Background: an optimization exercise with open tools, aiming at small area. Do not read the settings as production practice. In this exercise RTL edits were held to simulation tests only and were not proved equivalent to the original. No driver is modelled on the clock port, so clock power and skew are understated where the tree is cut down; a real chip needs a root buffer or a tree. Power and IR drop assume default switching activity.

run A:
==> flow/design.v <==
`timescale 1ns / 1ps
module  n4fpga_PWM_detection #(
	parameter				WIDTH = 20              
	) (
	input 					clock_3,
	input 					RGBval,                  
	input                   Reset,                   
	output reg	[WIDTH-1:0]	high_counter,            
	output reg	[WIDTH-1:0]	low_counter              
	);
	reg			[WIDTH-1:0]	run;                     
	reg			[WIDTH-1:0]	frz;                     
	reg 					lastval;                 
	localparam NG = 2;
	localparam GS = (WIDTH + NG - 1) / NG;           
	wire rise, fall;                                 
	wire lastval_d;
	wire [NG-1:0] ld_h, hd_h, ld_l, hd_l, ld_f, keep_c, keep_f;
	cw_nor2b u_rise (.a(lastval), .bn(RGBval),  .y(rise));    
	cw_nor2b u_fall (.a(RGBval),  .bn(lastval), .y(fall));    
	cw_nor2b u_last (.a(Reset), .bn(RGBval), .y(lastval_d));
	genvar g;
	generate
		for (g = 0; g < NG; g = g + 1) begin : g_ctl
			cw_nor2b u_ldh  (.a(Reset), .bn(rise), .y(ld_h[g]));    
			cw_nor2  u_hdh  (.a(Reset), .b(rise),  .y(hd_h[g]));    
			cw_nor2b u_ldl  (.a(Reset), .bn(fall), .y(ld_l[g]));    
			cw_nor2  u_hdl  (.a(Reset), .b(fall),  .y(hd_l[g]));    
			cw_or2   u_ldf  (.a(ld_h[g]), .b(ld_l[g]), .y(ld_f[g]));  
			cw_nor3  u_kc   (.a(Reset), .b(rise), .c(fall), .y(keep_c[g]));  
			cw_nor3  u_kf   (.a(Reset), .b(rise), .c(fall), .y(keep_f[g]));  
		end
	endgenerate
	wire [WIDTH-1:0] run_d, frz_d, high_d, low_d;
	wire [WIDTH-1:0] carry;                          
	wire [WIDTH-1:0] cnt_x;
	assign carry[1] = run[0];
	cw_nor2b u_b0 (.a(run[0]), .bn(keep_c[0]), .y(run_d[0]));
	genvar i;
	generate
		for (i = 1; i < WIDTH; i = i + 1) begin : g_cnt
			cw_oai21 u_x (.a(run[i]), .b(carry[i]), .c(keep_c[i/GS]), .y(cnt_x[i]));
			cw_aoi21 u_y (.a(run[i]), .b(carry[i]), .c(cnt_x[i]), .y(run_d[i]));
			if (i < WIDTH - 1) begin : g_c
				cw_and2 u_c (.a(carry[i]), .b(run[i]), .y(carry[i+1]));
			end
		end
		for (i = 0; i < WIDTH; i = i + 1) begin : g_hold
			cw_ao22 u_f (.a(ld_f[i/GS]), .b(run[i]), .c(keep_f[i/GS]), .d(frz[i]),          .y(frz_d[i]));
			cw_ao22 u_h (.a(ld_h[i/GS]), .b(frz[i]), .c(hd_h[i/GS]), .d(high_counter[i]), .y(high_d[i]));
			cw_ao22 u_l (.a(ld_l[i/GS]), .b(frz[i]), .c(hd_l[i/GS]), .d(low_counter[i]),  .y(low_d[i]));
		end
	endgenerate
	always @(posedge clock_3) begin
		lastval      <= lastval_d;
		run          <= run_d;
		frz          <= frz_d;
		high_counter <= high_d;
		low_counter  <= low_d;
	end
endmodule
module cw_nor2 (input a, input b, output y);
	assign y = ~(a | b);
endmodule
module cw_nor2b (input a, input bn, output y);
	assign y = ~a & bn;
endmodule
module cw_nor3 (input a, input b, input c, output y);
	assign y = ~(a | b | c);
endmodule
module cw_or2 (input a, input b, output y);
	assign y = a | b;
endmodule
module cw_and2 (input a, input b, output y);
	assign y = a & b;
endmodule
module cw_oai21 (input a, input b, input c, output y);
	assign y = ~((a | b) & c);
endmodule
module cw_aoi21 (input a, input b, input c, output y);
	assign y = ~((a & b) | c);
endmodule
module cw_ao22 (input a, input b, input c, input d, output y);
	assign y = (a & b) | (c & d);
endmodule
`timescale 1ns / 1ps
module color_wheel_pwm (
    input               clk,
    input               reset,           
    input               rgb_red,
    input               rgb_green,
    input               rgb_blue,
    output [19:0]       red_high,
    output [19:0]       red_low,
    output [19:0]       green_high,
    output [19:0]       green_low,
    output [19:0]       blue_high,
    output [19:0]       blue_low
);
n4fpga_PWM_detection #(.WIDTH(20)) Red
           (
               .clock_3(clk),
               .Reset(reset),
               .RGBval(rgb_red),
               .high_counter(red_high),
               .low_counter(red_low)
           );
n4fpga_PWM_detection #(.WIDTH(20)) Green
           (
               .clock_3(clk),
               .Reset(reset),
               .RGBval(rgb_green),
               .high_counter(green_high),
               .low_counter(green_low)
           );
n4fpga_PWM_detection #(.WIDTH(20)) Blue
           (
               .clock_3(clk),
               .Reset(reset),
               .RGBval(rgb_blue),
               .high_counter(blue_high),
               .low_counter(blue_low)
           );
endmodule
Settings: LEC_CHECK=0, ABC_AREA=1, ABC_CLOCK_PERIOD_IN_PS=6000, CAP_MARGIN=5, CORE_MARGIN=2, CORE_UTILIZATION=40, CTS_BUF_LIST=sky130_fd_sc_hd__clkbuf_8 sky130_fd_sc_hd__clkbuf_16, CTS_CLUSTER_DIAMETER=100, CTS_CLUSTER_SIZE=30, GPL_TIMING_DRIVEN=0, SLEW_MARGIN=5, SYNTH_HIERARCHICAL=1; clock period 6.0 ns.
standard.sh (not shown) runs the stock make flow with config.mk's settings and CLKGATE_MAP_FILE= SYNTH_SCRIPT=/design/flow/synth_recipe.tcl, a recipe that flattens the netlist after the stock synthesis.
==> flow/flow/run.sh <==
#!/bin/bash
# Layout flow: the standard ORFS flow (standard.sh) with three changes.
#  1. Synthesis maps logic with an area-oriented ABC script (amap) instead of
#     ORFS's delay-oriented one; everything else in synthesis is unchanged
#     (same registers, same names).
#  2. Port buffers use the smallest buffer cell (buf_1).
#  3. CTS uses no dummy loads and larger sink clusters.
# Each make run's full output goes to a log file in the work folder; ORFS
# also keeps its per-step logs under orfs/logs.
set -euo pipefail
W=$PWD

rm -rf "$W/scripts_area"
cp -r "$FLOW_HOME/scripts" "$W/scripts_area"
cp "$W/flow/abc_area.script" "$W/scripts_area/abc_area.script"

bash "$W/standard.sh" SCRIPTS_DIR="$W/scripts_area" synth > "$W/flow_synth.log" 2>&1

bash "$W/standard.sh" \
  BUFFER_PORTS_ARGS="-buffer_cell sky130_fd_sc_hd__buf_1" \
  CTS_ARGS="$(cat "$W/flow/cts_args.txt")" \
  finish > "$W/flow_layout.log" 2>&1
==> flow/flow/abc_area.script <==
strash
dch
amap
topo
==> flow/flow/cts_args.txt <==
-sink_clustering_enable -repair_clock_nets -dont_use_dummy_load -buf_list {sky130_fd_sc_hd__clkbuf_8} -sink_clustering_size 20 -sink_clustering_max_diameter 60
Every stage of the flow completed for run A, and the final layout passed the timing, design-rule and antenna checks.
## Diff of input files: run B against run A
-- flow/flow/run.sh --
<<< run A, line 7
#  3. CTS uses no dummy loads and larger sink clusters.
>>> run B, line 7
#  3. CTS uses no dummy loads and larger sink clusters, and after CTS the
#     branch buffers between the root and the leaf buffers are removed
#     (flow/post_cts.tcl).
<<< run A, line 22
>>> run B, line 24
  POST_CTS_TCL="$W/flow/post_cts.tcl" \
==> flow/flow/cts_args.txt <==
-sink_clustering_enable -repair_clock_nets -dont_use_dummy_load -buf_list {sky130_fd_sc_hd__clkbuf_8} -sink_clustering_size 18 -sink_clustering_max_diameter 80
==> flow/flow/post_cts.tcl (new file) <==
# After CTS: remove the clock tree's branch buffers, the buffers between the
# root buffer and the leaf buffers, and drive the leaf buffers from the root
# buffer directly. Every register keeps the same number of clock buffers
# (root and leaf) on its clock path.
set block [ord::get_db_block]
proc cw_is_clkbuf {inst} {
  return [string match "sky130_fd_sc_hd__clkbuf_*" [[$inst getMaster] getName]]
}
proc cw_out_net {inst} {
  foreach it [$inst getITerms] {
    if {[$it isOutputSignal]} { return [$it getNet] }
  }
  return "NULL"
}
set clk_net [$block findNet clk]
set roots {}
foreach it [$clk_net getITerms] { lappend roots [$it getInst] }
puts "cw_post_cts: clock port drives [llength $roots] cell(s)"
if {[llength $roots] == 1 && [cw_is_clkbuf [lindex $roots 0]]} {
  set root [lindex $roots 0]
  set rnet [cw_out_net $root]
  set branches {}
  foreach it [$rnet getITerms] {
    set inst [$it getInst]
    if {$inst == $root} { continue }
    if {![cw_is_clkbuf $inst]} { continue }
    set onet [cw_out_net $inst]
    set ok 1
    foreach it2 [$onet getITerms] {
      set i2 [$it2 getInst]
      if {$i2 == $inst} { continue }
      if {![cw_is_clkbuf $i2]} { set ok 0 }
    }
    if {$ok} { lappend branches $inst }
  }
  foreach inst $branches {
    set onet [cw_out_net $inst]
    set loads {}
    foreach it2 [$onet getITerms] {
      if {[$it2 getInst] != $inst} { lappend loads $it2 }
    }
    foreach it2 $loads {
      $it2 disconnect
      $it2 connect $rnet
    }
    puts "cw_post_cts: removed branch buffer [$inst getName] ([llength $loads] leaf buffers moved to the root)"
    odb::dbInst_destroy $inst
    odb::dbNet_destroy $onet
  }
  estimate_parasitics -placement
  report_clock_skew
}
### Flow results
Reported for run A and run B, area of the die turned out identical to the last digit.
Comparing run A with run B, the data arrival time at the worst-slack endpoint came out essentially unchanged.
Of the two values seen for origin of the worst setup path, Green.run[0]$_DFF_P_ was produced by run A and Blue.run[0]$_DFF_P_ by run B.
Reported for run A and run B, flip-flop and latch count turned out identical to the last digit.
Diff run A..run B | cell count after synthesis | unchanged
Clock power: run B < run A
Run B against run A: sequential share of layout area increased by 0.18 points relative to the old numbers, total design power lower, layout overhead on the synthesized area lost 0.36 points, number of antenna-violating nets in the routed design roughly the same.
For run C, these inputs were changed with respect to run B:
Settings: CORE_UTILIZATION: 40 -> 70.
-- flow/flow/run.sh --
<<< run B, line 7
#  3. CTS uses no dummy loads and larger sink clusters, and after CTS the
#     branch buffers between the root and the leaf buffers are removed
#     (flow/post_cts.tcl).
>>> run C, line 7
#  3. CTS uses no dummy loads and larger sink clusters.
<<< run B, line 24
  POST_CTS_TCL="$W/flow/post_cts.tcl" \
>>> run C, line 22
removed: flow/flow/post_cts.tcl
### Flow results
Cmp run B and run C / total wirelength of the detailed-routed design / higher: run B. Compared with run B, fill cell total of the finished layout in run C decreased by more than half. From run B to run C the numbers moved as follows: routed wire length per instance shows an increase of about 4.7%, worst setup slack shows a reduction of 0.12 ns, sequential share of layout area shows an increase of 0.60 points. Against run B, the final cell area of run C is lower. Lower placer's final routability congestion estimate among run B and run C: run B. Run C -> run B: synthesized cell count delta 0, exact match. In run C relative to run B, cell area power density had gone up slightly. On combinational cell fraction of total power, run C tracks run B almost exactly. Comparing run B with run C, the insertion delay to the later sink of the worst-skew pair came out essentially unchanged.
#### Input delta (run D over run C)
Settings: a change of CORE_UTILIZATION from 70 to 40.
==> flow/flow/cts_args.txt <==
-sink_clustering_enable -repair_clock_nets -dont_use_dummy_load -buf_list {sky130_fd_sc_hd__clkbuf_16} -sink_clustering_size 35 -sink_clustering_max_diameter 80
### Flow results
- Run D vs run C, final critical-path share of the clock period went down by 2.7 points.
- Run D has post-layout utilization of the core below what run C had.
- Growth of design area from synthesis to finish: run D higher than run C
- Relative to run C, initial core utilization has decreased by 30 points in run D.
- The number of cells traversed by the worst hold path on run C is in line with that on run D.
- Delta (run D minus run C): clock network power went up about 19%, depth of the worst register-to-register path held, design area went up 2.2%.
- Compared to run C, run D has combinational cell fraction of total power 0.2 points lower.

## separate check: timing with driven ports
How much do the figures lean on ideal ports? The routed layouts below were timed once more, with nothing changed but the port constraints. Step 1 sets driving cells, clkbuf_16 on the clock port and buf_2 on the other inputs (assumed; they add their load-dependent delay and slew). Step 2 times the ports against the registers' clock, not the clock port: input delays grow and output delays shrink by t, the midpoint of the rising clock arrivals with the driver on. Slacks: ideal ports / drivers / drivers and shift; pairs: ideal ports / drivers.
run | t, ns | slack for setup (ns) | worst hold slack (ns)
run A | 0.533 | 1.920 / 1.920 / 1.920 | 0.466 / 0.466 / 0.466
run B | 0.497 | 1.878 / 1.878 / 1.878 | 0.473 / 0.473 / 0.473
run C | 0.504 | 1.753 / 1.753 / 1.753 | 0.470 / 0.470 / 0.470
run D | 0.498 | 1.917 / 1.917 / 1.917 | 0.475 / 0.475 / 0.475
After both steps setup and hold are still met in every run listed.
